Background: an optimization exercise with open tools, aiming at small area, a short achievable clock period and few clock cycles per item. Do not read the settings as production practice.
RTL that was checked went through simulation tests only; none was proved equivalent to the original.
The RTL of run 3 was laid out without a check of its function.
No activity file was given, so power comes from the tool's default toggle rates.

==> design/flow/design.v <==
module DMAC_FIFO #(
    parameter       DEPTH_LG2           = 4,
    parameter       DATA_WIDTH          = 32
    )
(
    input   wire                        clk,
    input   wire                        rst_n,
    output  wire                        full_o,
    input   wire                        wren_i,
    input   wire    [DATA_WIDTH-1:0]    wdata_i,
    output  wire                        empty_o,
    input   wire                        rden_i,
    output  wire    [DATA_WIDTH-1:0]    rdata_o
);
    localparam  FIFO_DEPTH              = (1<<DEPTH_LG2);
    reg     [DATA_WIDTH-1:0]            mem[FIFO_DEPTH];
    reg                                 full,       full_n,
                                        empty,      empty_n;
    reg     [DEPTH_LG2:0]               wrptr,      wrptr_n,
                                        rdptr,      rdptr_n;
    always_ff @(posedge clk)
        if (!rst_n) begin
            for (int i=0; i<FIFO_DEPTH; i++) begin
                mem[i]                      <= {DATA_WIDTH{1'b0}};
            end
        end
        else begin
            if (wren_i) begin
                mem[wrptr[DEPTH_LG2-1:0]]   <= wdata_i;
            end
        end
    always_ff @(posedge clk)
        if (!rst_n) begin
            full                        <= 1'b0;
            empty                       <= 1'b1;     
            wrptr                       <= {(DEPTH_LG2+1){1'b0}};
            rdptr                       <= {(DEPTH_LG2+1){1'b0}};
        end
        else begin
            full                        <= full_n;
            empty                       <= empty_n;
            wrptr                       <= wrptr_n;
            rdptr                       <= rdptr_n;
        end
    always_comb begin
        wrptr_n                     = wrptr;
        rdptr_n                     = rdptr;
        if (wren_i) begin
            wrptr_n                     = wrptr + 'd1;
        end
        if (rden_i) begin
            rdptr_n                     = rdptr + 'd1;
        end
        empty_n                     = (wrptr_n == rdptr_n);
        full_n                      = (wrptr_n[DEPTH_LG2]!=rdptr_n[DEPTH_LG2])
                                     &(wrptr_n[DEPTH_LG2-1:0]==rdptr_n[DEPTH_LG2-1:0]);
    end
    assign  full_o                      = full;
    assign  empty_o                     = empty;
    assign  rdata_o                     = mem[rdptr[DEPTH_LG2-1:0]];
endmodule
`timescale 1ns/1ps
module s_axi_control
#(parameter
    C_S_AXI_ADDR_WIDTH = 6,
    C_S_AXI_DATA_WIDTH = 32
)(
    input  wire                          ACLK,
    input  wire                          ARESET,
    input  wire                          ACLK_EN,
    input  wire [C_S_AXI_ADDR_WIDTH-1:0] AWADDR,
    input  wire                          AWVALID,
    output wire                          AWREADY,
    input  wire [C_S_AXI_DATA_WIDTH-1:0] WDATA,
    input  wire [C_S_AXI_DATA_WIDTH/8-1:0] WSTRB,
    input  wire                          WVALID,
    output wire                          WREADY,
    output wire [1:0]                    BRESP,
    output wire                          BVALID,
    input  wire                          BREADY,
    input  wire [C_S_AXI_ADDR_WIDTH-1:0] ARADDR,
    input  wire                          ARVALID,
    output wire                          ARREADY,
    output wire [C_S_AXI_DATA_WIDTH-1:0] RDATA,
    output wire [1:0]                    RRESP,
    output wire                          RVALID,
    input  wire                          RREADY,
    output wire                          user_start,    
    input  wire                          user_done,     
    output wire                          user_busy,
    output wire [31:0]                   byte_len,
    output wire [31:0]                   src_addr,
    output wire [31:0]                   dst_addr
);
localparam
    ADDR_USER_CTRL       = 6'h10,
    ADDR_BYTE_LEN_DATA   = 6'h14,
    ADDR_SRC_DATA        = 6'h18,
    ADDR_DST_DATA        = 6'h1c;
reg         aw_held;                     
reg         bvalid;
reg  [3:0]  wsel_q;                      
wire [3:0]  wsel_in;
wire [3:0]  wsel;
wire        w_hs;
wire [31:0] wmask;
assign wsel_in = { AWADDR[5:0] == ADDR_DST_DATA,
                   AWADDR[5:0] == ADDR_SRC_DATA,
                   AWADDR[5:0] == ADDR_BYTE_LEN_DATA,
                   AWADDR[5:0] == ADDR_USER_CTRL };
assign wsel    = aw_held ? wsel_q : wsel_in;
assign AWREADY = !aw_held & !bvalid;
assign WREADY  = aw_held | (AWVALID & !bvalid);
assign BVALID  = bvalid;
assign BRESP   = 2'b00;
assign w_hs    = WVALID & WREADY;
assign wmask   = { {8{WSTRB[3]}}, {8{WSTRB[2]}}, {8{WSTRB[1]}}, {8{WSTRB[0]}} };
always @(posedge ACLK) begin
    if (ARESET) begin
        aw_held <= 1'b0;
        bvalid  <= 1'b0;
        wsel_q  <= 4'd0;
    end else begin
        if (AWVALID & AWREADY & !WVALID) begin
            aw_held <= 1'b1;
            wsel_q  <= wsel_in;
        end
        if (w_hs) begin
            aw_held <= 1'b0;
            bvalid  <= 1'b1;
        end else if (BREADY) begin
            bvalid  <= 1'b0;
        end
    end
end
reg  [31:0] byte_len_reg;
reg  [31:0] src_addr_reg;
reg  [31:0] dst_addr_reg;
reg         start_f;
reg         done_f;
reg         idle_f;
always @(posedge ACLK) begin
    if (ARESET) begin
        byte_len_reg <= 32'd0;
        src_addr_reg <= 32'd0;
        dst_addr_reg <= 32'd0;
    end else if (w_hs) begin
        if (wsel[1]) byte_len_reg <= (WDATA & wmask) | (byte_len_reg & ~wmask);
        if (wsel[2]) src_addr_reg <= (WDATA & wmask) | (src_addr_reg & ~wmask);
        if (wsel[3]) dst_addr_reg <= (WDATA & wmask) | (dst_addr_reg & ~wmask);
    end
end
assign user_start = w_hs & wsel[0] & WSTRB[0] & WDATA[0] & !start_f;
assign user_busy  = start_f;
assign byte_len   = byte_len_reg;
assign src_addr   = src_addr_reg;
assign dst_addr   = dst_addr_reg;
reg         rvalid;
reg  [31:0] rdata;
wire        ar_hs;
wire [5:0]  raddr;
wire        rd_ctrl;
assign ARREADY = !rvalid;
assign RVALID  = rvalid;
assign RDATA   = rdata;
assign RRESP   = 2'b00;
assign ar_hs   = ARVALID & !rvalid;
assign raddr   = ARADDR[5:0];
assign rd_ctrl = ar_hs & (raddr == ADDR_USER_CTRL);
always @(posedge ACLK) begin
    if (ARESET) begin
        rvalid <= 1'b0;
        rdata  <= 32'd0;
    end else begin
        if (ar_hs)
            rvalid <= 1'b1;
        else if (RREADY)
            rvalid <= 1'b0;
        if (ar_hs) begin
            case (raddr)
                ADDR_USER_CTRL:     rdata[2:0] <= { idle_f, done_f | user_done, start_f & !user_done };
                ADDR_BYTE_LEN_DATA: rdata      <= byte_len_reg;
                ADDR_SRC_DATA:      rdata      <= src_addr_reg;
                ADDR_DST_DATA:      rdata      <= dst_addr_reg;
                default: ;
            endcase
        end
    end
end
always @(posedge ACLK) begin
    if (ARESET) begin
        start_f <= 1'b0;
        done_f  <= 1'b0;
        idle_f  <= 1'b0;
    end else begin
        if (user_start)
            start_f <= 1'b1;
        else if (user_done)
            start_f <= 1'b0;
        done_f  <= (done_f | user_done) & !rd_ctrl;
        idle_f  <= !start_f;
    end
end
endmodule
`timescale 1ns/1ps
module DMAC_ENGINE
(
    input   wire                clk,
    input   wire                rst_n,   
    input   wire    [31:0]      src_addr_i,
    input   wire    [31:0]      dst_addr_i,
    input   wire    [31:0]      byte_len_i,
    input   wire                start_i,     
    input   wire                busy_i,
    output  wire                done_o,      
    output  wire    [31:0]      awaddr_o,
    output  wire    [7:0]       awlen_o,
    output  wire                awvalid_o,
    input   wire                awready_i,
    output  wire    [255:0]     wdata_o,
    output  wire                wlast_o,
    output  wire                wvalid_o,
    input   wire                wready_i,
    input   wire                bvalid_i,
    output  wire    [31:0]      araddr_o,
    output  wire    [7:0]       arlen_o,
    output  wire                arvalid_o,
    input   wire                arready_i,
    input   wire    [255:0]     rdata_i,
    input   wire                rlast_i,
    input   wire                rvalid_i,
    output  wire                rready_o
);
    reg     [18:0]      bcnt;        
    reg                 arvalid,
                        awvalid,
                        issued;      
    reg     [1:0]       wout;        
    wire    [18:0]      nfull   = byte_len_i[31:13];     
    wire    [7:0]       nlast   = byte_len_i[12:5];      
    wire                at_last = (bcnt == nfull);
    wire                no_more = issued | (at_last & (nlast == 8'd0));
    wire                ar_fin  = !arvalid | arready_i;
    wire                aw_fin  = !awvalid | awready_i;
    wire                sent    = (arvalid | awvalid) & ar_fin & aw_fin;
    wire                aw_hs   = awvalid & awready_i;
    always @(posedge clk) begin
        if (!rst_n) begin
            bcnt    <= 19'd0;
            arvalid <= 1'b0;
            awvalid <= 1'b0;
            issued  <= 1'b0;
            wout    <= 2'd0;
        end else begin
            if (start_i) begin
                bcnt    <= 19'd0;
                issued  <= 1'b0;
                arvalid <= 1'b1;
                awvalid <= 1'b1;
            end else if (sent) begin
                arvalid <= 1'b0;
                awvalid <= 1'b0;
                if (at_last) issued <= 1'b1;
                else         bcnt   <= bcnt + 19'd1;
            end else begin
                if (arvalid & arready_i) arvalid <= 1'b0;
                if (awvalid & awready_i) awvalid <= 1'b0;
                if (busy_i & !arvalid & !awvalid & !no_more & (wout != 2'd3)) begin
                    arvalid <= 1'b1;
                    awvalid <= 1'b1;
                end
            end
            wout <= wout + {1'b0, aw_hs} - {1'b0, bvalid_i};
        end
    end
    assign done_o    = busy_i & !arvalid & !awvalid & no_more
                     & ((wout == 2'd0) | ((wout == 2'd1) & bvalid_i));
    assign araddr_o  = { src_addr_i[31:13] + bcnt, src_addr_i[12:5], 5'd0 };
    assign awaddr_o  = { dst_addr_i[31:13] + bcnt, dst_addr_i[12:5], 5'd0 };
    assign arlen_o   = at_last ? nlast - 8'd1 : 8'hFF;
    assign awlen_o   = arlen_o;
    assign arvalid_o = arvalid;
    assign awvalid_o = awvalid;
    assign wdata_o   = rdata_i;
    assign wlast_o   = rlast_i;
    assign wvalid_o  = rvalid_i;
    assign rready_o  = wready_i;
endmodule
`timescale 1ns / 1ps
module DMAC_TOP #(
  parameter integer C_S_AXI_CONTROL_ADDR_WIDTH = 12 ,
  parameter integer C_S_AXI_CONTROL_DATA_WIDTH = 32
)(
    input  wire                                    ap_clk,
    input  wire                                    ap_rstn,
    input  wire                                    s_axi_control_awvalid,
    output wire                                    s_axi_control_awready,
    input  wire [C_S_AXI_CONTROL_ADDR_WIDTH-1:0]   s_axi_control_awaddr ,
    input  wire                                    s_axi_control_wvalid ,
    output wire                                    s_axi_control_wready ,
    input  wire [C_S_AXI_CONTROL_DATA_WIDTH-1:0]   s_axi_control_wdata  ,
    input  wire [C_S_AXI_CONTROL_DATA_WIDTH/8-1:0] s_axi_control_wstrb  ,
    input  wire                                    s_axi_control_arvalid,
    output wire                                    s_axi_control_arready,
    input  wire [C_S_AXI_CONTROL_ADDR_WIDTH-1:0]   s_axi_control_araddr ,
    output wire                                    s_axi_control_rvalid ,
    input  wire                                    s_axi_control_rready ,
    output wire [C_S_AXI_CONTROL_DATA_WIDTH-1:0]   s_axi_control_rdata  ,
    output wire [2-1:0]                            s_axi_control_rresp  ,
    output wire                                    s_axi_control_bvalid ,
    input  wire                                    s_axi_control_bready ,
    output wire [2-1:0]                            s_axi_control_bresp  ,
    output  wire    [3:0]       m_axi_awid,
    output  wire    [31:0]      m_axi_awaddr,
    output  wire    [7:0]       m_axi_awlen,
    output  wire    [2:0]       m_axi_awsize,
    output  wire    [1:0]       m_axi_awburst,
    output  wire                m_axi_awvalid,
    input   wire                m_axi_awready,
    output  wire                m_axi_awlock,
    output  wire    [3:0]       m_axi_awcache,
    output  wire    [2:0]       m_axi_awprot,
    output  wire    [3:0]       m_axi_awqos,
    output  wire    [3:0]       m_axi_awregion,
    output  wire    [255:0]      m_axi_wdata,
    output  wire    [31:0]       m_axi_wstrb,
    output  wire                m_axi_wlast,
    output  wire                m_axi_wvalid,
    input   wire                m_axi_wready,
    input   wire    [3:0]       m_axi_bid,
    input   wire    [1:0]       m_axi_bresp,
    input   wire                m_axi_bvalid,
    output  wire                m_axi_bready,
    output  wire    [3:0]       m_axi_arid,
    output  wire    [31:0]      m_axi_araddr,
    output  wire    [7:0]       m_axi_arlen,
    output  wire    [2:0]       m_axi_arsize,
    output  wire    [1:0]       m_axi_arburst,
    output  wire                m_axi_arvalid,
    input   wire                m_axi_arready,
    output  wire                m_axi_arlock,
    output  wire    [3:0]       m_axi_arcache,
    output  wire    [2:0]       m_axi_arprot,
    output  wire    [3:0]       m_axi_arqos,
    output  wire    [3:0]       m_axi_arregion,
    input   wire    [3:0]       m_axi_rid,
    input   wire    [255:0]      m_axi_rdata,
    input   wire    [1:0]       m_axi_rresp,
    input   wire                m_axi_rlast,
    input   wire                m_axi_rvalid,
    output  wire                m_axi_rready
);
    wire                        user_start,
                                user_done,
                                user_busy;
    wire    [31:0]              src_addr,
                                dst_addr;
    wire    [31:0]              byte_len;
    assign m_axi_awlock    = 1'b0;
    assign m_axi_awcache   = 4'd0;
    assign m_axi_awprot    = 3'd0;
    assign m_axi_awqos     = 4'd0;
    assign m_axi_awregion  = 4'd0;
    assign m_axi_arlock    = 1'b0;
    assign m_axi_arcache   = 4'd0;
    assign m_axi_arprot    = 3'd0;
    assign m_axi_arqos     = 4'd0;
    assign m_axi_arregion  = 4'd0;
    assign m_axi_awid      = 4'd0;
    assign m_axi_arid      = 4'd0;
    assign m_axi_awsize    = 3'b101;         
    assign m_axi_awburst   = 2'b01;          
    assign m_axi_arsize    = 3'b101;
    assign m_axi_arburst   = 2'b01;
    assign m_axi_wstrb     = 32'hFFFF_FFFF;
    assign m_axi_bready    = 1'b1;
    s_axi_control #(
        .C_S_AXI_ADDR_WIDTH ( C_S_AXI_CONTROL_ADDR_WIDTH ),
        .C_S_AXI_DATA_WIDTH ( C_S_AXI_CONTROL_DATA_WIDTH )
    ) inst_control_s_axi (
        .ACLK      ( ap_clk                ),
        .ARESET    ( !ap_rstn              ),
        .ACLK_EN   ( 1'b1                  ),
        .AWVALID   ( s_axi_control_awvalid ),
        .AWREADY   ( s_axi_control_awready ),
        .AWADDR    ( s_axi_control_awaddr  ),
        .WVALID    ( s_axi_control_wvalid  ),
        .WREADY    ( s_axi_control_wready  ),
        .WDATA     ( s_axi_control_wdata   ),
        .WSTRB     ( s_axi_control_wstrb   ),
        .ARVALID   ( s_axi_control_arvalid ),
        .ARREADY   ( s_axi_control_arready ),
        .ARADDR    ( s_axi_control_araddr  ),
        .RVALID    ( s_axi_control_rvalid  ),
        .RREADY    ( s_axi_control_rready  ),
        .RDATA     ( s_axi_control_rdata   ),
        .RRESP     ( s_axi_control_rresp   ),
        .BVALID    ( s_axi_control_bvalid  ),
        .BREADY    ( s_axi_control_bready  ),
        .BRESP     ( s_axi_control_bresp   ),
        .user_start( user_start            ),
        .user_done ( user_done             ),
        .user_busy ( user_busy             ),
        .byte_len  ( byte_len              ),
        .src_addr  ( src_addr              ),
        .dst_addr  ( dst_addr              )
    );
    DMAC_ENGINE u_engine (
        .clk        ( ap_clk        ),
        .rst_n      ( ap_rstn       ),
        .src_addr_i ( src_addr      ),
        .dst_addr_i ( dst_addr      ),
        .byte_len_i ( byte_len      ),
        .start_i    ( user_start    ),
        .busy_i     ( user_busy     ),
        .done_o     ( user_done     ),
        .awaddr_o   ( m_axi_awaddr  ),
        .awlen_o    ( m_axi_awlen   ),
        .awvalid_o  ( m_axi_awvalid ),
        .awready_i  ( m_axi_awready ),
        .wdata_o    ( m_axi_wdata   ),
        .wlast_o    ( m_axi_wlast   ),
        .wvalid_o   ( m_axi_wvalid  ),
        .wready_i   ( m_axi_wready  ),
        .bvalid_i   ( m_axi_bvalid  ),
        .araddr_o   ( m_axi_araddr  ),
        .arlen_o    ( m_axi_arlen   ),
        .arvalid_o  ( m_axi_arvalid ),
        .arready_i  ( m_axi_arready ),
        .rdata_i    ( m_axi_rdata   ),
        .rlast_i    ( m_axi_rlast   ),
        .rvalid_i   ( m_axi_rvalid  ),
        .rready_o   ( m_axi_rready  )
    );
endmodule
==> design/flow/run.sh <==
#!/bin/bash
# synth_recipe.tcl (not shown) runs the flow's synth.tcl, then flattens the netlist and writes it again
# the make line also repeats each setting of config.mk as NAME=value (left out here)
make -C /OpenROAD-flow-scripts/flow DESIGN_CONFIG=/design/flow/config.mk WORK_HOME=/design/flow/orfs CLKGATE_MAP_FILE= SYNTH_SCRIPT=/design/flow/synth_recipe.tcl finish
==> design/flow/config.mk <==
export PLATFORM = sky130hd
export DESIGN_NAME = DMAC_TOP
export DESIGN_NICKNAME = DMAC_TOP
export VERILOG_FILES = /design/flow/design.v
export SDC_FILE = /design/flow/constraint.sdc
export NUM_CORES = 4
export LEC_CHECK = 0
export CAP_MARGIN = 20
export CORE_MARGIN = 2
export CORE_UTILIZATION = 40
export PLACE_DENSITY = 0.6
export SLEW_MARGIN = 20
==> design/flow/constraint.sdc <==
create_clock -name core_clock -period 10.0 [get_ports {ap_clk}]
set_input_delay 2.0000 -clock core_clock [delete_from_list [all_inputs] [get_ports {ap_clk}]]
set_output_delay 2.0000 -clock core_clock [all_outputs]
set_load 0.01 [all_outputs]
==> flow_summary_export.csv, run 1 <==
group,metric,value,unit
status,status,"stopped before the end",
status,lastStage,"3_2_place_iop",
status,firstError,"[ERROR PPL-0024] Number of IO pins (806) exceeds maximum number of available positions (628). Increase the die perimeter from 703.38um to 1096.16um.",
synthesis,yosysWarnings,2,
synthesis,ys_ff_latch,162,
synthesis,synth_cell_types,63,
synthesis,postSynthCellCount,1521,
synthesis,postSynth.asyncResetShare,0,
synthesis,yosysSeqAreaShare,0.275,
synthesis,synth_edf_count,0,
die,die_w,176,um
die,start_util,0.409,
synthesis,synth_flop_cell,"dfxtp_1",
die,rows,62,
synthesis,synth_area_per_cell,7.77,um2
die,die_y,176,um
synthesis,netlist_area,11800,um2
## cell families after synthesis
family	count (synthesis)	share of synthesized area
DFF	162	0.275
and+or+nand+nor	454	0.181
other	2	0.000636
AOI/OAI and AO/OA	301	0.152
adders and majority gates	43	0.0468
buffers and inverters	467	0.274
muxes	34	0.0288
xor gates and xnor gates	58	0.0430
## cells in the mapped netlist (3+ instances only)
library cell / n / area (um2)
xnor2_1: 29 / 254
o311ai_0: 4 / 35.0
nand3b_1: 3 / 22.5
or4_1: 12 / 90.1
nor2b_1: 8 / 50.1
o21a_1: 11 / 82.6
nor3_1: 16 / 80.1
clkbuf_1: 34 / 128
nand2_1: 143 / 537
buf_6: 3 / 33.8
xor2_1: 29 / 254
dfxtp_1: 162 / 3240
nand3_1: 113 / 566
a211oi_1: 34 / 255
buf_4: 380 / 2850
o31ai_1: 10 / 75.1
or3_1: 6 / 37.5
a31oi_1: 5 / 31.3
o211ai_1: 8 / 60.1
mux2i_1: 34 / 340
nand4_1: 10 / 62.6
a21oi_2: 3 / 26.3
ha_1: 41 / 513
a21oi_1: 171 / 856
inv_1: 27 / 101
nor2_1: 98 / 368
and3_1: 6 / 37.5
nand2b_1: 11 / 68.8
nand4b_1: 3 / 26.3
and2_1: 9 / 56.3
buf_2: 19 / 95.1
o21ai_0: 30 / 150
nor4_1: 6 / 37.5
Testbench counts, summed over its fixed seeds: cycles 8,784, beats 6,955.
==> run 2: changes to the inputs <==
--- a/design/flow/config.mk
+++ b/design/flow/config.mk
@@ -8,4 +8,4 @@
 export CAP_MARGIN = 20
-export CORE_MARGIN = 2
-export CORE_UTILIZATION = 40
+export CORE_AREA = 2 2 288 288
+export DIE_AREA = 0 0 290 290
 export PLACE_DENSITY = 0.6
==> run 2 against run 1 <==
Against the previous run:
- the run now finishes clean
- synthesized cell count stayed put
- synthesized area did not move
==> flow_summary_export.csv, run 2 <==
group,metric,value,unit
die,pin_count,806,
setup_path,cp.arrival,4.05,ns
sta,max_freq,0.165,GHz
cts,tritoncts,"yes",
layout,fill_cells,9166,
sta,finalSetupViolations,0,
setup_path,critical-path-slowest-cell,"clkdlybuf4s50_1",
route,drc,0,
synthesis,yosysSeqAreaShare,0.275,
layout,multi_input_area,5740,um2
setup_path,reg2reg_slack,7.34,ns
grt,antenna_found_initial,5,
setup_path,cp_num_buf_inv,2,
layout,finalNetCount,1758,
setup_path,end_kind,"output pin",
die,start_util,0.146,
run,maxCapViolCount,0,
synthesis,synth_edf_count,0,
setup_path,worst-path-max-fanout,6,
sta,period_needed,6.05,ns
setup_path,crit_path_cell_trace,"ha_1, inv_1, fa_1, nor2b_1, o31a_1, o41ai_2, o21ai_0, o21ai_0, xnor2_1, clkdlybuf4s50_1",
die,die_w,290,um
sta,finalCritPeriodShare,0.605,
route,finalWirelength,44100,um
route,vias_per_cell,3.86,
sta,finalMaxSlewViolations,0,
route,routed-via-count,9439,
grt,grt_max_degree,75,
placed_design,place_congestion,0.799,
synthesis,yosysTopAreaCell,"dfxtp_1",
die,die_y,290,um
layout,instances_no_fill,2447,
synthesis,postSynthCellCount,1521,
die,die-area,84100,um2
setup_path,crit_path_frequent_cell,"o21ai_0",
synthesis,postSynth.asyncResetShare,0,
sta,skew,0.0108,ns
cts,cts_resized,0,
layout,seq_area,3240,um2
grt,track_usage,0.100,
synthesis,ys_ff_latch,162,
setup_path,rr_startpoint,"inst_control_s_axi.aw_held",
route,dr.pass1.iters,5,
synthesis,synth_area_per_cell,7.77,um2
setup_path,critPathTopFamily,"compound AO/OA/AOI/OAI gates",
synthesis,synth_cell_types,63,
cts,htree_levels,4,
placed_design,placed_area,12200,um2
layout,drive_gt1_frac,0.0411,
cts,clk_pin_slew_worst_paths,0.07,ns
setup_path,setup.worst_path.start_class,"flop",
sta,fin_tns_setup,0,ns
setup_path,path_class,"flop to output pin",
sta,tightest_slew,1.03,ns
cts,cts.sinks,162,
sta,rsz0062_at_grt,"no",
die,core_area,80800,um2
route,wl_per_cell,18.0,um
sta,hold_violations,0,
grt,grt_pass1_vias,8767,
setup_path,r2r-end,"u_engine.bcnt[18]",
route,drtIter0Drc,515,
synthesis,synth_area_leaders,"dfxtp_1 (27%), buf_4 (24%), a21oi_1 (7.2%)",
cts,clk_latency,0.46,ns
cts,clk_path_buf_depth,2,
placed_design,place_ws,4.34,ns
cts,cts_root_buf,"clkbuf_16",
synthesis,netlist_area,11800,um2
grt,grt_pass1_wl,61900,um
placed_design,dpl.hpwl,34400,um
pwr,p_total,1.47,mW
cts,cts_made_buffers,17,
synthesis,synth_common_cells,"buf_4 (380), a21oi_1 (171), dfxtp_1 (162)",
min_path,min_path_type,"flop to flop",
pwr,power_density,115,nW/um2
setup_path,crit_cells,10,
pwr,ir_worst_vdd,0.118,mV
synthesis,yosysTopAreaCellShare,0.275,
route,antenna_left,0,
setup_path,critPathRequiredTime,8.00,ns
layout,area_growth,8.25,%
synthesis,synth.most_common_cell,"buf_4",
layout,layout_common_cells,"a21oi_1 (171), clkdlybuf4s50_1 (165), dfxtp_1 (162), nand2_1 (143), nand3_1 (113)",
setup_path,r2r_cells,5,
die,rows,104,
layout,final_common_cell,"a21oi_1",
sta,setup_slack,3.95,ns
layout,finalInstanceArea,12800,um2
placed_design,portBuffers,166,
synthesis,synth_flop_cell,"dfxtp_1",
setup_path,slowest_delay,0.64,ns
setup_path,crit_path_end,"m_axi_araddr[29]",
pwr,p_leak,4.47,nW
cts,ctsHoldBuffers,0,
status,status,"timing/DRC/antenna clean",
synthesis,yosysWarnings,2,
placed_design,dp_cells,2415,
sta,maxSlewHeadroom,0.312,
setup_path,startpoint,"u_engine.bcnt[0]",
grt,grt-ovfl-total,0,
cts,cts_setup_buffers,0,
## run 2: cell counts after synthesis
No cell type changed its count.
## run 2: worst min path at each step
stage          start    to  slack, ns  cells after the start
3_3_place_gp    flop  flop       0.44                      2
6_report        flop  flop       0.46                      2
5_1_grt         flop  flop       0.48                      2
4_1_cts         flop  flop       0.46                      2
3_5_place_dp    flop  flop       0.45                      2
2_1_floorplan   flop  flop       0.43                      2
## run 2: final cells by class
cell class	instances	area share
tap	1060	0.104
clock buffer	22	0.0347
antenna	1	0.000196
multi-input combinational	987	0.449
inverter	28	0.00841
timing repair buffer	178	0.137
clock inverter	9	0.0141
sequential	162	0.254
## run 2: metrics by stage
step	hold WS (ns)	utilization
floorplan	0.433	-
global placement	0.443	0.150
detailed placement	0.446	0.150
CTS	0.455	0.158
global route	0.481	0.158
finish	0.456	0.158
## run 2: routing by layer
layer	global-route usage	wire length (um)
met1	0.116	17800
met2	0.155	19800
met3	0.0496	4660
met4	0.0437	1730
met5	0.00284	80
## run 2: cells by family after synthesis
group,count (synthesis),share of synthesized area
xor gates and xnor gates,58,0.0430
DFF,162,0.275
and+or+nand+nor,454,0.181
muxes,34,0.0288
buffers and inverters,467,0.274
other,2,0.000636
adders and majority gates,43,0.0468
AOI/OAI and AO/OA,301,0.152
## run 2: power by group
group | internal [mW] | switching [mW]
Combinational | 0.0355 | 0.0657
Clock | 0.442 | 0.277
Sequential | 0.648 | 0.00242
Total | 1.13 | 0.345
## run 2: worst register-to-register path, stage by stage, from the launching register on
cell and delay (ns):
dfxtp_1 0.45, o21ai_2 0.52, nand4b_1 0.30, nand2_1 0.55, or4_1 0.70, nand2_1 0.08
==> run 3: changes to the inputs <==
--- a/design/flow/design.v
+++ b/design/flow/design.v
@@ -101,17 +101,10 @@
 reg         bvalid;
-reg  [3:0]  wsel_q;                      
-wire [3:0]  wsel_in;
-wire [3:0]  wsel;
+reg  [3:0]  wsel;                        
 wire        w_hs;
 wire [31:0] wmask;
-assign wsel_in = { AWADDR[5:0] == ADDR_DST_DATA,
-                   AWADDR[5:0] == ADDR_SRC_DATA,
-                   AWADDR[5:0] == ADDR_BYTE_LEN_DATA,
-                   AWADDR[5:0] == ADDR_USER_CTRL };
-assign wsel    = aw_held ? wsel_q : wsel_in;
 assign AWREADY = !aw_held & !bvalid;
-assign WREADY  = aw_held | (AWVALID & !bvalid);
+assign WREADY  = aw_held;
 assign BVALID  = bvalid;
 assign BRESP   = 2'b00;
-assign w_hs    = WVALID & WREADY;
+assign w_hs    = WVALID & aw_held;
 assign wmask   = { {8{WSTRB[3]}}, {8{WSTRB[2]}}, {8{WSTRB[1]}}, {8{WSTRB[0]}} };
@@ -121,7 +114,10 @@
         bvalid  <= 1'b0;
-        wsel_q  <= 4'd0;
+        wsel    <= 4'd0;
     end else begin
-        if (AWVALID & AWREADY & !WVALID) begin
+        if (AWVALID & AWREADY) begin
             aw_held <= 1'b1;
-            wsel_q  <= wsel_in;
+            wsel    <= { AWADDR[5:0] == ADDR_DST_DATA,
+                         AWADDR[5:0] == ADDR_SRC_DATA,
+                         AWADDR[5:0] == ADDR_BYTE_LEN_DATA,
+                         AWADDR[5:0] == ADDR_USER_CTRL };
         end
@@ -213,3 +209,2 @@
     input   wire                start_i,     
-    input   wire                busy_i,
     output  wire                done_o,      
@@ -233,6 +228,9 @@
 );
+    reg                 s_ar,        
+                        s_aw,        
+                        s_nx,        
+                        s_wb;        
     reg     [18:0]      bcnt;        
-    reg                 arvalid,
-                        awvalid,
-                        issued;      
+    reg     [18:0]      hi;          
+    reg                 last;        
     reg     [1:0]       wout;        
@@ -241,33 +239,49 @@
     wire                at_last = (bcnt == nfull);
-    wire                no_more = issued | (at_last & (nlast == 8'd0));
-    wire                ar_fin  = !arvalid | arready_i;
-    wire                aw_fin  = !awvalid | awready_i;
-    wire                sent    = (arvalid | awvalid) & ar_fin & aw_fin;
-    wire                aw_hs   = awvalid & awready_i;
+    wire                ar_hs   = s_ar & arready_i;
+    wire                aw_hs   = s_aw & awready_i;
+    wire    [18:0]      hi_sum  = (s_ar ? dst_addr_i[31:13] : src_addr_i[31:13]) + bcnt;
+    wire                fin     = (wout == 2'd0) | ((wout == 2'd1) & bvalid_i);
     always @(posedge clk) begin
         if (!rst_n) begin
+            s_ar    <= 1'b0;
+            s_aw    <= 1'b0;
+            s_nx    <= 1'b0;
+            s_wb    <= 1'b0;
             bcnt    <= 19'd0;
-            arvalid <= 1'b0;
-            awvalid <= 1'b0;
-            issued  <= 1'b0;
+            hi      <= 19'd0;
+            last    <= 1'b0;
             wout    <= 2'd0;
         end else begin
-            if (start_i) begin
-                bcnt    <= 19'd0;
-                issued  <= 1'b0;
-                arvalid <= 1'b1;
-                awvalid <= 1'b1;
-            end else if (sent) begin
-                arvalid <= 1'b0;
-                awvalid <= 1'b0;
-                if (at_last) issued <= 1'b1;
-                else         bcnt   <= bcnt + 19'd1;
-            end else begin
-                if (arvalid & arready_i) arvalid <= 1'b0;
-                if (awvalid & awready_i) awvalid <= 1'b0;
-                if (busy_i & !arvalid & !awvalid & !no_more & (wout != 2'd3)) begin
-                    arvalid <= 1'b1;
-                    awvalid <= 1'b1;
+            if (start_i | ar_hs | s_nx)
+                hi      <= hi_sum;
+            if (start_i | s_nx)
+                last    <= at_last;
+            if (start_i)
+                s_ar    <= 1'b1;
+            if (ar_hs) begin
+                s_ar    <= 1'b0;
+                s_aw    <= 1'b1;
+            end
+            if (aw_hs) begin
+                s_aw    <= 1'b0;
+                if (last) begin
+                    s_wb    <= 1'b1;
+                end else begin
+                    s_nx    <= 1'b1;
+                    bcnt    <= bcnt + 19'd1;
+                end
+            end
+            if (s_nx) begin
+                if (at_last & (nlast == 8'd0)) begin
+                    s_nx    <= 1'b0;
+                    s_wb    <= 1'b1;
+                end else if (wout != 2'd3) begin
+                    s_nx    <= 1'b0;
+                    s_ar    <= 1'b1;
                 end
             end
+            if (s_wb & fin) begin
+                s_wb    <= 1'b0;
+                bcnt    <= 19'd0;
+            end
             wout <= wout + {1'b0, aw_hs} - {1'b0, bvalid_i};
@@ -275,10 +289,9 @@
     end
-    assign done_o    = busy_i & !arvalid & !awvalid & no_more
-                     & ((wout == 2'd0) | ((wout == 2'd1) & bvalid_i));
-    assign araddr_o  = { src_addr_i[31:13] + bcnt, src_addr_i[12:5], 5'd0 };
-    assign awaddr_o  = { dst_addr_i[31:13] + bcnt, dst_addr_i[12:5], 5'd0 };
-    assign arlen_o   = at_last ? nlast - 8'd1 : 8'hFF;
+    assign done_o    = s_wb & fin;
+    assign araddr_o  = { hi, src_addr_i[12:5], 5'd0 };
+    assign awaddr_o  = { hi, dst_addr_i[12:5], 5'd0 };
+    assign arlen_o   = last ? nlast - 8'd1 : 8'hFF;
     assign awlen_o   = arlen_o;
-    assign arvalid_o = arvalid;
-    assign awvalid_o = awvalid;
+    assign arvalid_o = s_ar;
+    assign awvalid_o = s_aw;
     assign wdata_o   = rdata_i;
@@ -414,3 +427,2 @@
         .start_i    ( user_start    ),
-        .busy_i     ( user_busy     ),
         .done_o     ( user_done     ),
==> run 3 against run 2 <==
Against the previous run:
- total power increased by 2.6%
- worst hold slack worse by 0.0012 ns
- cell count down 0.90%
- clock skew is 0.0050 ns higher
- critical endpoint is now m_axi_awlen[7]
- largest power group is now sequential cells
==> flow_summary_export.csv, run 3 <==
group,metric,value,unit
cts,clk_pin_slew_worst_paths,0.08,ns
sta,skew,0.0158,ns
status,status,"timing/DRC/antenna clean",
setup_path,critPathTopFamily,"simple AND/OR/NAND/NOR gates",
cts,tritoncts,"yes",
cts,cts_root_buf,"clkbuf_16",
die,rows,104,
setup_path,crit_path_cell_trace,"or3_1, nor3_1, nor3b_1, xnor2_1, nand2_1, clkdlybuf4s50_1",
sta,finalMaxSlewViolations,0,
pwr,p_int,1.10,mW
setup_path,reg2reg_slack,6.63,ns
cts,cts_made_buffers,17,
min_path,min_path_type,"flop to flop",
synthesis,synth_common_cells,"buf_4 (404), nand2_1 (302), dfxtp_1 (183)",
cts,htree_levels,4,
setup_path,critical-path-slowest-cell,"clkdlybuf4s50_1",
setup_path,end_kind,"output pin",
run,maxCapViolCount,0,
die,die_w,290,um
synthesis,yosysSeqAreaShare,0.305,
setup_path,setup.worst_path.start_class,"flop",
pwr,p_seq_frac,0.486,
synthesis,synth_area_per_cell,7.95,um2
setup_path,cp.arrival,2.58,ns
setup_path,slowest_delay,0.53,ns
synthesis,synth_compound_area_frac,0.125,
grt,antenna_found_initial,10,
cts,ctsHoldBuffers,0,
grt,grt_max_degree,82,
route,finalWirelength,44500,um
synthesis,synth_top_family_by_area,"buffers and inverters",
pwr,power_density,118,nW/um2
setup_path,critPathRequiredTime,8.00,ns
pwr,switching_power,0.409,mW
sta,period_needed,4.58,ns
grt,grt_pass1_wl,62600,um
layout,layout_common_cells,"nand2_1 (302), dfxtp_1 (183), clkdlybuf4s50_1 (165), a21oi_1 (149), conb_1 (97)",
min_path,min_path_cells,2,
sta,maxSlewHeadroom,0.328,
die,core_area,80800,um2
cts,cts.sinks,183,
synthesis,ys_ff_latch,183,
layout,area_growth,6.24,%
synthesis,synth_xor_xnor_area_share,0.0387,
synthesis,synth-simple-area-share,0.177,
cts,cts_resized,0,
cts,clk_path_buf_depth,2,
pwr,ir_worst_vdd,0.124,mV
pwr,clkPwrFrac,0.451,
setup_path,r2r_cells,10,
synthesis,postSynth.asyncResetShare,0,
grt,track_usage,0.103,
route,antenna_left,0,
setup_path,crit_cells,6,
setup_path,cp_num_buf_inv,1,
sta,fin_tns_setup,0,ns
synthesis,netlist_area,12000,um2
placed_design,dpl.hpwl,34800,um
synthesis,yosysWarnings,2,
die,start_util,0.149,
pwr,p_leak,4.19,nW
sta,max_freq,0.218,GHz
synthesis,synth.most_common_cell,"buf_4",
cts,clk_latency,0.47,ns
layout,finalNetCount,1714,
layout,final_common_cell,"nand2_1",
die,pin_count,806,
synthesis,synth_area_leaders,"dfxtp_1 (31%), buf_4 (25%), nand2_1 (9.4%)",
sta,finalSetupViolations,0,
synthesis,yosysTopAreaCell,"dfxtp_1",
synthesis,postSynthCellCount,1509,
sta,hold_violations,0,
layout,drive_gt1_frac,0.0668,
synthesis,synth_mux_area_frac,0.0521,
route,vias_per_cell,3.69,
synthesis,synth_fa_ha_area_frac,0.0246,
die,die-area,84100,um2
route,routed-via-count,8957,
sta,finalCritPeriodShare,0.458,
placed_design,place_congestion,0.793,
synthesis,yosysTopAreaCellShare,0.305,
grt,grt-ovfl-total,0,
route,wl_per_cell,18.4,um
setup_path,path_class,"flop to output pin",
synthesis,synth_flop_cell,"dfxtp_1",
pwr,netSwitchingFraction,0.271,
placed_design,portBuffers,166,
setup_path,worst-path-max-fanout,5,
pwr,p_total,1.51,mW
sta,tightest_slew,1.01,ns
synthesis,synth_cell_types,78,
synthesis,synth_edf_count,0,
die,die_y,290,um
cts,cts_setup_buffers,0,
route,dr.pass1.iters,5,
grt,grt_pass1_vias,8565,
route,drtIter0Drc,567,
pwr,combinationalPowerShare,0.063,
sta,rsz0062_at_grt,"no",
route,drc,0,
run 3: changes by cell type after synthesis, sizes merged, moves of 13 or more:
| cell | delta |
|---|---|
| a211oi | -28 |
| a21oi | -23 |
| buf | +24 |
| dfxtp | +21 |
| ha | -19 |
| inv | -13 |
| mux2 | +20 |
| nand2 | +161 |
| nand3 | -89 |
| nand4 | +16 |
| nor2 | -22 |
| o211ai | +26 |
| o21ai | -18 |
run 3: cells by family (layout without fill, tap and decap cells):
logic type               after synthesis  count (layout)
AND/OR/NAND/NOR                      479             479
other                                  2              99
buffers and inverters                465             224
multiplexers                          60              60
adder cells (fa/ha/maj)               23              23
XOR/XNOR                              53              53
AO/OA/AOI/OAI                        244             244
flip-flops                           183             183
run 3: worst paths after layout:
check | start | end
worst max-delay path | flop | m_axi_awlen[7]
worst min-delay path | inst_control_s_axi.rdata[22] | inst_control_s_axi.rdata[22]
worst max register to register | u_engine.s_ar | u_engine.hi[10]
worst min register to register | inst_control_s_axi.rdata[22] | inst_control_s_axi.rdata[22]
run 3: per-stage QoR:
stage | setup WS [ns] | hold WS (ns) | utilization | instance area (um2) | cells
floorplan | 5.88 | 0.427 | - | 12400 | 1604
global placement | 5.27 | 0.444 | 0.151 | 12200 | 2391
detailed placement | 5.23 | 0.446 | 0.151 | 12200 | 2391
CTS | 5.36 | 0.456 | 0.158 | 12700 | 2423
global route | 5.25 | 0.471 | 0.158 | 12700 | 2423
finish | 5.42 | 0.455 | 0.158 | 12800 | 2425
run 3: final cells by class:
class | instances | area, um2
tap | 1060 | 1330
multi-input combinational | 956 | 5380
timing repair buffer | 178 | 1750
sequential | 183 | 3660
fill | 9126 | 68100
clock inverter | 14 | 136
inverter | 14 | 55.1
clock buffer | 18 | 439
antenna | 2 | 5.00
run 3: routing by layer:
layer | routed length (um) | track usage | vias up | part of all wire
li1 | - | - | 4241 | -
met1 | 20000 | 0.129 | 4144 | 0.45
met5 | 112 | 0.00737 | - | 0.0025
met2 | 18300 | 0.146 | 446 | 0.41
met4 | 1480 | 0.0480 | 10 | 0.033
met3 | 4600 | 0.0492 | 116 | 0.10
run 3: tightest hold or removal path, delay by kind of cell (launching register included):
family          cells  cell delay (ns)
flops               1             0.31
simple gates        1             0.05
compound gates      1             0.05
run 3: power groups by stage:
stage / clock (mW) / sequential, mW / combinational, mW
floorplan: 0 / 0.749 / 0.184
global placement: 0 / 0.750 / 0.0946
detailed placement: 0 / 0.750 / 0.0951
CTS: 0.699 / 0.732 / 0.0955
global route: 0.724 / 0.733 / 0.103
finish: 0.680 / 0.732 / 0.0956
==> run 4: changes to the inputs <==
--- a/design/flow/design.v
+++ b/design/flow/design.v
@@ -235,2 +235,3 @@
     reg                 last;        
+    reg     [7:0]       len;         
     reg     [1:0]       wout;        
@@ -243,2 +244,3 @@
     wire                fin     = (wout == 2'd0) | ((wout == 2'd1) & bvalid_i);
+    wire                idle    = !(s_ar | s_aw | s_nx | s_wb);
     always @(posedge clk) begin
@@ -252,8 +254,11 @@
             last    <= 1'b0;
+            len     <= 8'd0;
             wout    <= 2'd0;
         end else begin
-            if (start_i | ar_hs | s_nx)
+            if (idle | ar_hs | s_nx)
                 hi      <= hi_sum;
-            if (start_i | s_nx)
+            if (idle | s_nx) begin
                 last    <= at_last;
+                len     <= at_last ? nlast - 8'd1 : 8'hFF;
+            end
             if (start_i)
@@ -292,3 +297,3 @@
     assign awaddr_o  = { hi, dst_addr_i[12:5], 5'd0 };
-    assign arlen_o   = last ? nlast - 8'd1 : 8'hFF;
+    assign arlen_o   = len;
     assign awlen_o   = arlen_o;
==> run 4 against run 3 <==
Against the previous run:
- combinational power up 9%
- largest power group unchanged
- highest routed layer unchanged
- maximum frequency grew 9.0%
- first-iteration DRC count is 20% lower
- still clean
==> flow_summary_export.csv, run 4 <==
group,metric,value,unit
synthesis,ys_ff_latch,191,
grt,grt_pass1_vias,8258,
layout,drive_gt1_frac,0.0538,
sta,finalSetupViolations,0,
setup_path,end_kind,"flop",
route,antenna_left,0,
layout,fill_cells,9161,
route,finalWirelength,44700,um
setup_path,critPathRequiredTime,10.40,ns
synthesis,synth_common_cells,"buf_4 (401), nand2_1 (310), dfxtp_1 (191)",
setup_path,critical-path-slowest-cell,"nor2_4",
route,drc,0,
sta,fin_hold_ws,0.442,ns
die,rows,104,
cts,clk_path_buf_depth,2,
cts,htree_levels,4,
sta,skew,0.0173,ns
die,die_w,290,um
status,status,"timing/DRC/antenna clean",
setup_path,reg2reg_slack,6.71,ns
cts,ctsHoldBuffers,0,
layout,seq_area,3820,um2
synthesis,postSynth.asyncResetShare,0,
placed_design,portBuffers,166,
placed_design,dpl.hpwl,35200,um
synthesis,postSynthCellCount,1512,
pwr,netSwitchingFraction,0.267,
sta,max_freq,0.238,GHz
synthesis,yosysSeqAreaShare,0.310,
pwr,clkPwrFrac,0.442,
setup_path,setup.worst_path.start_class,"input pin",
sta,tightest_slew,1.01,ns
route,wl_per_cell,18.5,um
cts,clk_latency,0.47,ns
grt,grt-ovfl-total,0,
route,routed-via-count,8976,
min_path,min_path_type,"flop to flop",
cts,clk_pin_slew_worst_paths,0.08,ns
die,core_area,80800,um2
grt,grt_max_degree,90,
die,pin_count,806,
pwr,p_leak,4.42,nW
synthesis,synth_edf_count,0,
synthesis,synth_flop_cell,"dfxtp_1",
cts,cts.sinks,191,
sta,finalCritPeriodShare,0.421,
layout,area_growth,6.09,%
grt,track_usage,0.102,
grt,antenna_found_initial,14,
sta,hold_violations,0,
setup_path,slowest_delay,0.80,ns
sta,fin_tns_setup,0,ns
layout,multi_input_area,5590,um2
synthesis,yosysWarnings,2,
pwr,p_int,1.15,mW
route,dr.pass1.iters,5,
cts,cts_resized,0,
die,start_util,0.153,
synthesis,yosysTopAreaCellShare,0.310,
cts,tritoncts,"yes",
pwr,ir_worst_vdd,0.0794,mV
grt,grt_pass1_wl,61900,um
setup_path,worst-path-max-fanout,29,
run,maxCapViolCount,0,
pwr,combinationalPowerShare,0.066,
synthesis,synth_area_leaders,"dfxtp_1 (31%), buf_4 (24%), nand2_1 (9.4%)",
sta,period_needed,4.21,ns
pwr,p_seq_frac,0.492,
sta,rsz0062_at_grt,"no",
cts,cts_made_buffers,17,
setup_path,crit_path_cell_trace,"clkdlybuf4s50_1, nor4b_4, nand2_2, nor2_4, o211ai_1, a21boi_0",
placed_design,place_congestion,0.785,
sta,finalMaxSlewViolations,0,
layout,finalNetCount,1709,
cts,cts_root_buf,"clkbuf_16",
setup_path,path_class,"input pin to flop",
setup_path,cp.arrival,4.60,ns
cts,cts_setup_buffers,0,
route,drtIter0Drc,451,
layout,layout_common_cells,"nand2_1 (310), dfxtp_1 (191), clkdlybuf4s50_1 (164), a21boi_0 (133), conb_1 (97)",
die,die_y,290,um
synthesis,netlist_area,12300,um2
route,vias_per_cell,3.71,
pwr,power_density,120,nW/um2
layout,final_common_cell,"nand2_1",
synthesis,yosysTopAreaCell,"dfxtp_1",
pwr,switching_power,0.418,mW
synthesis,synth_area_per_cell,8.15,um2
die,die-area,84100,um2
synthesis,synth_cell_types,68,
sta,maxSlewHeadroom,0.330,
synthesis,synth.most_common_cell,"buf_4",
run 4: area by class of cell:
class                   instances  share of cell area
flip-flops and latches        191               0.292
well taps                    1060               0.101
multi-input cells             949               0.427
clock inverters                14              0.0111
diodes                          1            0.000191
clock buffers                  18              0.0336
repair buffers                172               0.130
inverters                      14             0.00402
run 4: cell families (layout without fill, tap and decap cells):
logic type,Yosys count,in the layout,synth area share
other,2,98,0.000609
AND/OR/NAND/NOR,452,452,0.161
adder cells (fa/ha/maj),23,23,0.0240
buffers and inverters,467,218,0.266
AO/OA/AOI/OAI,266,266,0.152
XOR/XNOR,57,57,0.0405
multiplexers,54,54,0.0457
flip-flops,191,191,0.310
run 4: per-layer routing:
metal  up-vias  wire length, um  GRT usage
li1       4217                -          -
met1      4157            19000      0.123
met2       450            18400      0.144
met3       126             5220     0.0614
met4        26             1800     0.0440
met5         -              287     0.0130
run 4: power groups by stage:
stage	clock network (mW)	registers (mW)	logic [mW]
3_5_place_dp	0	0.788	0.104
5_1_grt	0.741	0.771	0.112
6_report	0.692	0.770	0.104
2_1_floorplan	0	0.786	0.191
3_3_place_gp	0	0.788	0.103
4_1_cts	0.716	0.770	0.104
run 4: critical path: cells and delay by family:
kind	cells	cell delay (ns)
compound gates	2	0.45
simple gates	3	1.63
buf+inv	1	0.44
run 4: worst paths after layout:
path                                                 start                           end  cells past startpoint
worst max register to register               u_engine.s_ar               u_engine.hi[12]                     10
worst min-delay path            inst_control_s_axi.start_f     inst_control_s_axi.idle_f                      1
worst min register to register  inst_control_s_axi.start_f     inst_control_s_axi.idle_f                      1
worst max-delay path               s_axi_control_araddr[5]  inst_control_s_axi.rdata[24]                      6
run 4: through the flow:
step | utilization | total power, mW | std cells | instance area, um2 | setup WS, ns
floorplan | - | 0.977 | 1607 | 12700 | 5.88
global route | 0.162 | 1.62 | 2418 | 13100 | 5.66
detailed placement | 0.155 | 0.892 | 2386 | 12500 | 5.24
finish | 0.162 | 1.57 | 2419 | 13100 | 5.79
global placement | 0.155 | 0.892 | 2386 | 12500 | 5.26
CTS | 0.162 | 1.59 | 2418 | 13100 | 5.75
Testbench counts of run 4, summed over its fixed seeds: cycles 9,168, beats 6,955.
==> run 5: changes to the inputs <==
==> design/flow/flow/run.sh (new file) <==
#!/bin/bash
# The standard layout (standard.sh, unchanged synthesis, floorplan, power grid and
# routing), with two settings changed:
#  - the port buffers that global placement inserts are buf_2 cells, not the
#    slow delay-buffer cell buffer_ports picks by default;
#  - timing repair aims for 5.9 ns of setup slack instead of 0, so it sizes and
#    buffers paths down toward the 4 ns that the port delays leave.
# The clock, its period and the I/O constraints are the standard flow's, untouched.
set -euo pipefail
export BUFFER_PORTS_ARGS="-buffer_cell sky130_fd_sc_hd__buf_2"
export SETUP_SLACK_MARGIN=5.9
bash standard.sh finish > standard.log 2>&1
==> design/flow/standard.sh (new file) <==
#!/bin/bash
# synth_recipe.tcl (not shown) runs the flow's synth.tcl, then flattens the netlist and writes it again
# the make line also repeats each setting of config.mk as NAME=value (left out here)
make -C /OpenROAD-flow-scripts/flow DESIGN_CONFIG=/design/flow/config.mk WORK_HOME=/design/flow/orfs CLKGATE_MAP_FILE= SYNTH_SCRIPT=/design/flow/synth_recipe.tcl "${@:-finish}"
removed: design/flow/run.sh
==> run 5 against run 4 <==
Against the previous run:
- still clean
- synthesized cell count is the same
- via count increased by 0.52%
- register-to-register slack worse by 0.13 ns
- maximum frequency rose by 5.1%
- global-route usage shrank 0.22 points
- total power up 9.5%
- routed wire length fell by 2.2%
- worst hold slack gained 0.017 ns
- combinational power fell by 16%
- setup slack better by 0.20 ns
==> flow_summary_export.csv, run 5 <==
group,metric,value,unit
synthesis,postSynthCellCount,1512,
cts,clk_pin_slew_worst_paths,0.07,ns
route,dr.pass1.iters,5,
grt,grt_pass1_vias,8111,
route,wl_per_cell,18.1,um
layout,instances_no_fill,2421,
pwr,netSwitchingFraction,0.230,
route,vias_per_cell,3.73,
pwr,power_density,138,nW/um2
setup_path,cp.arrival,2.00,ns
cts,cts_resized,0,
layout,seq_area,3820,um2
cts,ctsHoldBuffers,0,
pwr,switching_power,0.395,mW
route,routed-via-count,9023,
pwr,p_seq_frac,0.449,
sta,max_freq,0.250,GHz
synthesis,yosysWarnings,2,
cts,clk_latency,0.49,ns
min_path,min_path_type,"flop to flop",
synthesis,synth_cell_types,68,
layout,finalNetCount,1709,
cts,htree_levels,4,
setup_path,worst-path-max-fanout,1,
synthesis,yosysTopAreaCellShare,0.310,
cts,cts_setup_buffers,0,
grt,grt_pass1_wl,60300,um
route,drc,0,
sta,finalMaxSlewViolations,0,
sta,hold_violations,0,
die,core_area,80800,um2
grt,track_usage,0.100,
layout,area_growth,0.660,%
synthesis,synth_flop_cell,"dfxtp_1",
sta,rsz0062_at_grt,"no",
sta,period_needed,4.00,ns
route,antenna_left,0,
sta,maxSlewHeadroom,0.340,
synthesis,synth_area_per_cell,8.15,um2
synthesis,netlist_area,12300,um2
die,rows,104,
cts,cts_root_buf,"clkbuf_16",
cts,clk_path_buf_depth,2,
layout,drive_gt1_frac,0.175,
setup_path,critPathRequiredTime,8.00,ns
route,routed-wl-met3,5550,um
layout,layout_common_cells,"nand2_1 (310), dfxtp_1 (191), buf_2 (165), a21boi_0 (133), conb_1 (97)",
cts,tritoncts,"yes",
grt,antenna_found_initial,19,
layout,final_core_util,0.154,
pwr,combinationalPowerShare,0.051,
route,drtIter0Drc,512,
setup_path,path_class,"input pin to output pin",
sta,skew,0.0109,ns
synthesis,synth.most_common_cell,"buf_4",
placed_design,placed_area,11700,um2
sta,finalCritPeriodShare,0.400,
sta,finalSetupViolations,0,
route,finalWirelength,43700,um
synthesis,postSynth.asyncResetShare,0,
pwr,p_leak,4.68,nW
layout,final_common_cell,"nand2_1",
status,status,"timing/DRC/antenna clean",
pwr,p_int,1.32,mW
placed_design,place_congestion,0.803,
pwr,clkPwrFrac,0.500,
die,start_util,0.153,
die,die_w,290,um
die,pin_count,806,
grt,grt_max_degree,94,
die,die-area,84100,um2
placed_design,dp_cells,2386,
synthesis,yosysSeqAreaShare,0.310,
route,wl_met2,18100,um
sta,tightest_slew,0.989,ns
layout,finalInstanceArea,12400,um2
layout,fill_cells,9204,
placed_design,portBuffers,166,
setup_path,reg2reg_slack,6.58,ns
run,maxCapViolCount,0,
setup_path,end_kind,"output pin",
synthesis,ys_ff_latch,191,
synthesis,yosysTopAreaCell,"dfxtp_1",
grt,grt-ovfl-total,0,
setup_path,setup.worst_path.start_class,"input pin",
synthesis,synth_common_cells,"buf_4 (401), nand2_1 (310), dfxtp_1 (191)",
synthesis,synth_edf_count,0,
die,die_y,290,um
route,routed.top_layer,"met5",
route,wl_met1,18100,um
pwr,ir_worst_vdd,0.100,mV
synthesis,synth_area_leaders,"dfxtp_1 (31%), buf_4 (24%), nand2_1 (9.4%)",
cts,cts_made_buffers,17,
sta,fin_tns_setup,0,ns
placed_design,dpl.hpwl,34500,um
cts,cts.sinks,191,
layout,multi_input_area,5590,um2
## run 5: worst paths after layout
check | from | end | cells after the start
worst max-delay path | m_axi_rdata[192] | m_axi_wdata[192] | 0
worst min-delay path | inst_control_s_axi.rdata[8] | inst_control_s_axi.rdata[8] | 2
worst max register to register | u_engine.s_ar | u_engine.hi[12] | 10
worst min register to register | inst_control_s_axi.rdata[8] | inst_control_s_axi.rdata[8] | 2
## run 5: layout make-up
type                    count  area share
repair buffers            172      0.0711
well taps                1060       0.107
flip-flops and latches    191       0.308
clock buffers              19      0.0357
multi-input cells         949       0.451
diodes                      3    0.000605
clock inverters            13      0.0225
inverters                  14     0.00424
## run 5: routing by layer
layer / vias to the layer above / track usage
met5: - / 0.00794
met1: 4169 / 0.117
met4: 28 / 0.0455
met3: 147 / 0.0632
met2: 463 / 0.142
li1: 4216 / -
## run 5: cell families after synthesis
family,share of synthesized area
AOI/OAI and AO/OA,0.152
xor gates and xnor gates,0.0405
adders and majority gates,0.0240
buffers and inverters,0.266
DFF,0.310
muxes,0.0457
other,0.000609
and+or+nand+nor,0.161
## run 5: power groups by stage
stage	Clock (mW)	Combinational (mW)	Sequential, mW
detailed placement	0	0.0871	0.788
CTS	0.882	0.0873	0.770
global placement	0	0.0868	0.788
finish	0.857	0.0876	0.770
floorplan	0	0.224	0.786
global route	0.907	0.0954	0.771
## run 5: metrics by stage
step	hold slack [ns]	setup slack (ns)	power, mW
2_1_floorplan	0.406	5.90	1.01
3_3_place_gp	0.439	5.44	0.875
3_5_place_dp	0.448	5.38	0.875
4_1_cts	0.458	5.91	1.74
5_1_grt	0.473	5.97	1.77
6_report	0.458	6.00	1.72
==> run 6: changes to the inputs <==
==> design/flow/flow/run.sh (replaced) <==
#!/bin/bash
# The standard layout (standard.sh: unchanged synthesis, floorplan, power grid and
# routing), with these settings changed:
#  - the port buffers that global placement inserts are buf_1 cells, not the
#    slow delay-buffer cell buffer_ports picks by default;
#  - clock tree synthesis uses clkbuf_4/clkbuf_8 and adds no dummy loads;
#  - timing repair aims for 5.9 ns of setup slack instead of 0, so it sizes and
#    buffers paths down toward the 4 ns that the port delays leave.
# The clock, its period and the I/O constraints are the standard flow's, untouched.
set -euo pipefail
export BUFFER_PORTS_ARGS="-buffer_cell sky130_fd_sc_hd__buf_1"
export CTS_ARGS="-sink_clustering_enable -repair_clock_nets -dont_use_dummy_load -buf_list {sky130_fd_sc_hd__clkbuf_4 sky130_fd_sc_hd__clkbuf_8}"
export SETUP_SLACK_MARGIN=5.9
bash standard.sh finish > standard.log 2>&1
--- a/design/flow/config.mk
+++ b/design/flow/config.mk
@@ -7,2 +7,3 @@
 export LEC_CHECK = 0
+export ABC_AREA = 1
 export CAP_MARGIN = 20
==> run 6 against run 5 <==
Against the previous run:
- setup slack worse by 0.00050 ns
- clock power fell by 53%
- utilization fell by 0.68 points
- critical path type unchanged
- largest cell class unchanged
- largest power group is now sequential cells
==> flow_summary_export.csv, run 6 <==
group,metric,value,unit
sta,max_freq,0.250,GHz
sta,finalSetupViolations,0,
pwr,ir_worst_vdd,0.0893,mV
synthesis,synth_cell_types,41,
grt,grt_max_degree,97,
synthesis,synth_area_per_cell,6.99,um2
synthesis,synth_xor_xnor_area_share,0.0148,
sta,tightest_slew,1.01,ns
setup_path,critPathRequiredTime,8.00,ns
synthesis,postSynthCellCount,1782,
synthesis,synth_compound_area_frac,0.151,
synthesis,yosysSeqAreaShare,0.307,
layout,layout_common_cells,"nand2_1 (287), dfxtp_1 (191), o21ai_0 (186), nor2_1 (169), inv_1 (166)",
grt,grt-ovfl-total,0,
setup_path,path_class,"input pin to output pin",
synthesis,netlist_area,12500,um2
die,die_y,290,um
synthesis,synth_flop_cell,"dfxtp_1",
setup_path,cp.arrival,2.00,ns
placed_design,dpl.hpwl,37500,um
placed_design,dp_cells,2662,
synthesis,synth_edf_count,0,
grt,track_usage,0.107,
sta,fin_tns_setup,0,ns
route,wl_per_cell,17.5,um
route,antenna_left,0,
sta,maxSlewHeadroom,0.326,
synthesis,yosysTopAreaCellShare,0.307,
layout,fill_cells,9454,
synthesis,yosysWarnings,2,
route,vias_per_cell,3.80,
layout,area_growth,-4.79,%
synthesis,postSynth.asyncResetShare,0,
pwr,power_density,111,nW/um2
die,start_util,0.154,
synthesis,synth_fa_ha_area_frac,0.0237,
sta,period_needed,4.00,ns
cts,cts_made_buffers,17,
cts,cts_root_buf,"clkbuf_8",
layout,finalNetCount,1986,
synthesis,synth-simple-area-share,0.194,
sta,finalCritPeriodShare,0.400,
cts,clk_latency,0.49,ns
synthesis,ys_ff_latch,191,
die,pin_count,806,
route,dr.pass1.iters,5,
synthesis,synth_common_cells,"buf_4 (399), nand2_1 (287), dfxtp_1 (191)",
grt,antenna_found_initial,4,
placed_design,place_congestion,0.804,
sta,rsz0062_at_grt,"no",
min_path,min_path_type,"flop to flop",
die,die_w,290,um
synthesis,synth_mux_area_frac,0,
setup_path,worst-path-max-fanout,1,
setup_path,end_kind,"output pin",
sta,hold_violations,0,
die,core_area,80800,um2
synthesis,synth_top_family_by_area,"buffers and inverters",
cts,tritoncts,"yes",
cts,htree_levels,4,
cts,cts_setup_buffers,0,
layout,drive_gt1_frac,0.0358,
cts,clk_path_buf_depth,2,
run,maxCapViolCount,0,
route,drtIter0Drc,667,
cts,cts.sinks,191,
layout,final_common_cell,"nand2_1",
route,routed-via-count,10200,
grt,grt_pass1_wl,66100,um
synthesis,yosysTopAreaCell,"dfxtp_1",
grt,grt_pass1_vias,9230,
pwr,p_leak,4.86,nW
die,die-area,84100,um2
cts,clk_pin_slew_worst_paths,0.07,ns
die,rows,104,
sta,skew,0.0428,ns
sta,finalMaxSlewViolations,0,
layout,instances_no_fill,2684,
placed_design,portBuffers,166,
route,drc,0,
synthesis,synth_area_leaders,"dfxtp_1 (31%), buf_4 (24%), nand2_1 (8.6%)",
synthesis,synth.most_common_cell,"buf_4",
status,status,"timing/DRC/antenna clean",
setup_path,setup.worst_path.start_class,"input pin",
route,finalWirelength,47100,um
==> run 6: cell count changes after synthesis, sizes merged, moves of 36 or more <==
cell,change
nand3,+42
inv,+159
xnor2,-36
a21boi,-135
o21ai,+157
mux2i,-36
a21oi,+100
nor2,+135
==> run 6: final timing paths <==
check | startpoint | to | slack [ns] | cells after the start
setup / recovery | m_axi_rdata[54] | m_axi_wdata[54] | 6.00 | 0
hold / removal | flop | flop | 0.47 | 2
setup reg to reg | u_engine.s_ar | u_engine.hi[16] | 7.19 | 14
hold reg to reg | flop | flop | 0.47 | 2
==> run 6: final cells by class <==
class	instances	area (um2)	share of cell area
flip-flops and latches	191	3820	0.322
well taps	1060	1330	0.112
multi-input cells	1067	5150	0.434
inverters	176	666	0.0561
clock buffers	17	234	0.0197
repair buffers	169	649	0.0547
diodes	4	10.0	0.000844
==> run 6: logic make-up after synthesis <==
kind of cell,Yosys count
buffers and inverters,620
AND/OR/NAND/NOR,565
AO/OA/AOI/OAI,360
flip-flops,191
adder cells (fa/ha/maj),23
XOR/XNOR,21
other,2
==> run 6: what timing repair did <==
action | 4_1_cts | 5_1_grt
hold buffers | 0 | 0
resized for setup | 0 | 1
hold endpoints to repair | 0 | 0
setup endpoints to repair | 0 | 19
==> run 6: report_power, final <==
part	switching, mW	internal, mW	leakage [nW]	total (mW)
clock network	0.253	0.151	0.122	0.404
registers	0.0125	0.775	1.55	0.788
logic	0.0915	0.0300	3.19	0.122
total	0.357	0.956	4.86	1.31
==> run 6: metrics by stage <==
step / setup WS [ns] / util / hold WS (ns) / total power [mW] / instance area [um2]
final: 6.00 / 0.147 / 0.465 / 1.31 / 11900
after global routing: 5.94 / 0.147 / 0.493 / 1.37 / 11900
after CTS: 5.99 / 0.147 / 0.466 / 1.32 / 11800
after detailed placement: 5.49 / 0.144 / 0.455 / 0.926 / 11600
after global placement: 5.49 / 0.144 / 0.450 / 0.925 / 11600
after floorplan: 5.90 / - / 0.413 / 1.05 / 13800
==> run 6: routing by layer <==
layer | global-route usage | routed length, um | up-vias
met4 | 0.0390 | 1450 | 6
li1 | - | - | 4869
met1 | 0.132 | 19700 | 4629
met3 | 0.0552 | 6090 | 108
met5 | 0.0136 | 151 | -
met2 | 0.156 | 19600 | 582
==> run 7: changes to the inputs <==
--- a/design/flow/config.mk
+++ b/design/flow/config.mk
@@ -7,3 +7,2 @@
 export LEC_CHECK = 0
-export ABC_AREA = 1
 export CAP_MARGIN = 20
==> run 7 against run 6 <==
Against the previous run:
- still clean
- routed wire length decreased by 6.9%
- cell count decreased by 10%
- via count decreased by 12%
- synthesized area decreased by 1.1%
- clock-buffer cell count unchanged
- combinational power decreased by 31%
- global-route usage decreased by 0.61 points
- critical path type unchanged
==> flow_summary_export.csv, run 7 <==
group,metric,value,unit
status,status,"timing/DRC/antenna clean",
placed_design,place_congestion,0.798,
grt,grt_pass1_wl,60700,um
die,core_area,80800,um2
min_path,min_to,"inst_control_s_axi.idle_f",
pwr,p_leak,3.85,nW
min_path,min_from,"inst_control_s_axi.start_f",
route,vias_per_cell,3.71,
cts,cts_root_buf,"clkbuf_8",
grt,grt_max_degree,96,
synthesis,synth_common_cells,"buf_4 (401), nand2_1 (310), dfxtp_1 (191)",
route,finalWirelength,43800,um
grt,antenna_found_initial,18,
pwr,power_density,108,nW/um2
route,wl_per_cell,18.2,um
layout,final_common_cell,"nand2_1",
layout,instances_no_fill,2406,
pwr,ir_worst_vdd,0.0868,mV
synthesis,synth_edf_count,0,
synthesis,synth_flop_cell,"dfxtp_1",
grt,grt_pass1_vias,8220,
synthesis,ys_ff_latch,191,
layout,layout_common_cells,"nand2_1 (310), dfxtp_1 (191), buf_1 (164), a21boi_0 (133), conb_1 (97)",
die,die-area,84100,um2
sta,skew,0.0309,ns
layout,finalNetCount,1710,
synthesis,synth_cell_types,68,
setup_path,cp.arrival,2.00,ns
die,pin_count,806,
setup_path,r2r_cells,10,
synthesis,synth.most_common_cell,"buf_4",
pwr,p_total,1.27,mW
die,rows,104,
sta,tightest_slew,1.02,ns
setup_path,path_class,"input pin to output pin",
cts,clk_pin_slew_worst_paths,0.08,ns
min_path,min_path_cells,1,
setup_path,setup.worst_path.start_class,"input pin",
die,start_util,0.153,
placed_design,place_ws,5.44,ns
route,routed-via-count,8938,
setup_path,r2r-end,"u_engine.hi[12]",
synthesis,yosysSeqAreaShare,0.310,
route,drc,0,
route,antenna_left,0,
synthesis,postSynth.asyncResetShare,0,
sta,finalSetupViolations,0,
setup_path,critPathRequiredTime,8.00,ns
synthesis,yosysWarnings,2,
min_path,min_path_type,"flop to flop",
placed_design,portBuffers,166,
synthesis,synth_area_per_cell,8.15,um2
cts,clk_latency,0.55,ns
route,drtIter0Drc,440,
setup_path,end_kind,"output pin",
grt,grt-ovfl-total,0,
cts,cts.sinks,191,
placed_design,placed_area,11500,um2
cts,cts_setup_buffers,0,
setup_path,rr_startpoint,"u_engine.s_ar",
sta,max_freq,0.250,GHz
cts,tritoncts,"yes",
grt,track_usage,0.101,
cts,ctsHoldBuffers,0,
sta,setup_slack,6.00,ns
route,dr.pass1.iters,5,
sta,maxSlewHeadroom,0.319,
sta,finalCritPeriodShare,0.400,
layout,area_growth,-4.99,%
sta,period_needed,4.00,ns
synthesis,yosysTopAreaCell,"dfxtp_1",
synthesis,postSynthCellCount,1512,
cts,cts_resized,0,
synthesis,netlist_area,12300,um2
die,die_y,290,um
synthesis,yosysTopAreaCellShare,0.310,
run,maxCapViolCount,0,
sta,rsz0062_at_grt,"no",
layout,finalInstanceArea,11700,um2
setup_path,reg2reg_slack,6.51,ns
placed_design,dpl.hpwl,34700,um
cts,clk_path_buf_depth,2,
die,die_w,290,um
sta,hold_violations,0,
cts,cts_made_buffers,17,
sta,finalMaxSlewViolations,0,
cts,htree_levels,4,
layout,drive_gt1_frac,0.0439,
synthesis,synth_area_leaders,"dfxtp_1 (31%), buf_4 (24%), nand2_1 (9.4%)",
setup_path,worst-path-max-fanout,1,
sta,fin_tns_setup,0,ns
placed_design,dp_cells,2387,
run 7: cell count changes in the layout (fill, tap and decap cells not counted), sizes merged, moves of 13 or more:
| cell | change |
|---|---|
| a21oi | -100 |
| o21ai | -157 |
| nand3 | -42 |
| xnor2 | +36 |
| nand2 | +18 |
| o211ai | +33 |
| inv | -159 |
| nor2 | -136 |
| a21boi | +135 |
| nand4 | +13 |
| mux2i | +36 |
| mux2 | +18 |
| a31oi | -22 |
run 7: final cells by class:
| type | instances | area, um2 |
|---|---|---|
| Timing Repair Buffer | 173 | 681 |
| Inverter | 14 | 52.6 |
| Antenna cell | 2 | 5.00 |
| Clock buffer | 17 | 234 |
| Sequential cell | 191 | 3820 |
| Multi-Input combinational cell | 949 | 5590 |
| Tap cell | 1060 | 1330 |
| Fill cell | 9253 | 69100 |
run 7: kinds of logic after synthesis:
family / after synthesis / share of synthesized area
xor+xnor: 57 / 0.0405
flops: 191 / 0.310
compound gates: 266 / 0.152
simple gates: 452 / 0.161
mux: 54 / 0.0457
fa+ha+maj: 23 / 0.0240
other cells: 2 / 0.000609
buf+inv: 467 / 0.266
run 7: how the worst max path moves through the flow:
| stage | start | end | slack (ns) | cells after the start |
|---|---|---|---|---|
| global route | s_axi_control_araddr[2] | inst_control_s_axi.rdata[16] | 5.92 | 8 |
| floorplan | m_axi_wready | m_axi_rready | 5.90 | 1 |
| detailed placement | s_axi_control_araddr[2] | inst_control_s_axi.rdata[10] | 5.44 | 8 |
| finish | m_axi_rdata[192] | m_axi_wdata[192] | 6.00 | 0 |
| CTS | m_axi_rdata[240] | m_axi_wdata[240] | 6.00 | 0 |
| global placement | s_axi_control_araddr[2] | inst_control_s_axi.rdata[7] | 5.44 | 8 |
run 7: stage by stage:
| step | hold slack [ns] | utilization |
|---|---|---|
| global route | 0.480 | 0.145 |
| finish | 0.462 | 0.145 |
| CTS | 0.458 | 0.145 |
| detailed placement | 0.444 | 0.142 |
| floorplan | 0.406 | - |
| global placement | 0.443 | 0.142 |
run 7: layer usage:
metal,up-vias,track usage,share of wire
li1,4191,-,-
met4,32,0.0466,0.040
met2,474,0.142,0.41
met1,4093,0.117,0.41
met3,148,0.0636,0.13
met5,-,0.00794,0.0054
run 7: where the power goes:
group          switching [mW]  internal, mW  total (mW)
logic                  0.0592        0.0246      0.0838
registers             0.00615         0.764       0.771
clock network           0.263         0.150       0.413

==> what the ideal ports hide <==
The flow's constraints put no driver on any port. The routed layouts listed below were extracted and timed again, unchanged, in two steps.
Step 1 assumes that a clkbuf_16 drives the clock port and a buf_2 every other input.
Step 2, shift: input delay + t, output delay - t, t = (earliest + latest rising clock arrival at the registers) / 2. This alone moves slack from input paths to output paths.
Three values: ideal ports, drivers, drivers and shift; two values: the first two.
| run | t, ns | setup WS [ns] | cell pins on the clock port's net |
|---|---|---|---|
| run 2 | 0.494 | 3.950 / 3.907 / 4.401 | 1 |
| run 3 | 0.516 | 5.418 / 5.360 / 5.127 | 1 |
| run 4 | 0.506 | 5.795 / 5.817 / 5.311 | 1 |
| run 5 | 0.526 | 5.998 / 5.887 / 5.589 | 1 |
| run 6 | 0.513 | 5.997 / 5.858 / 5.649 | 1 |
| run 7 | 0.578 | 5.998 / 5.886 / 5.529 | 1 |
After both steps every run listed still meets setup and hold. For run 4, which loses most, drivers alone change the setup slack by +0.022 ns; drivers and shift together by -0.484 ns.
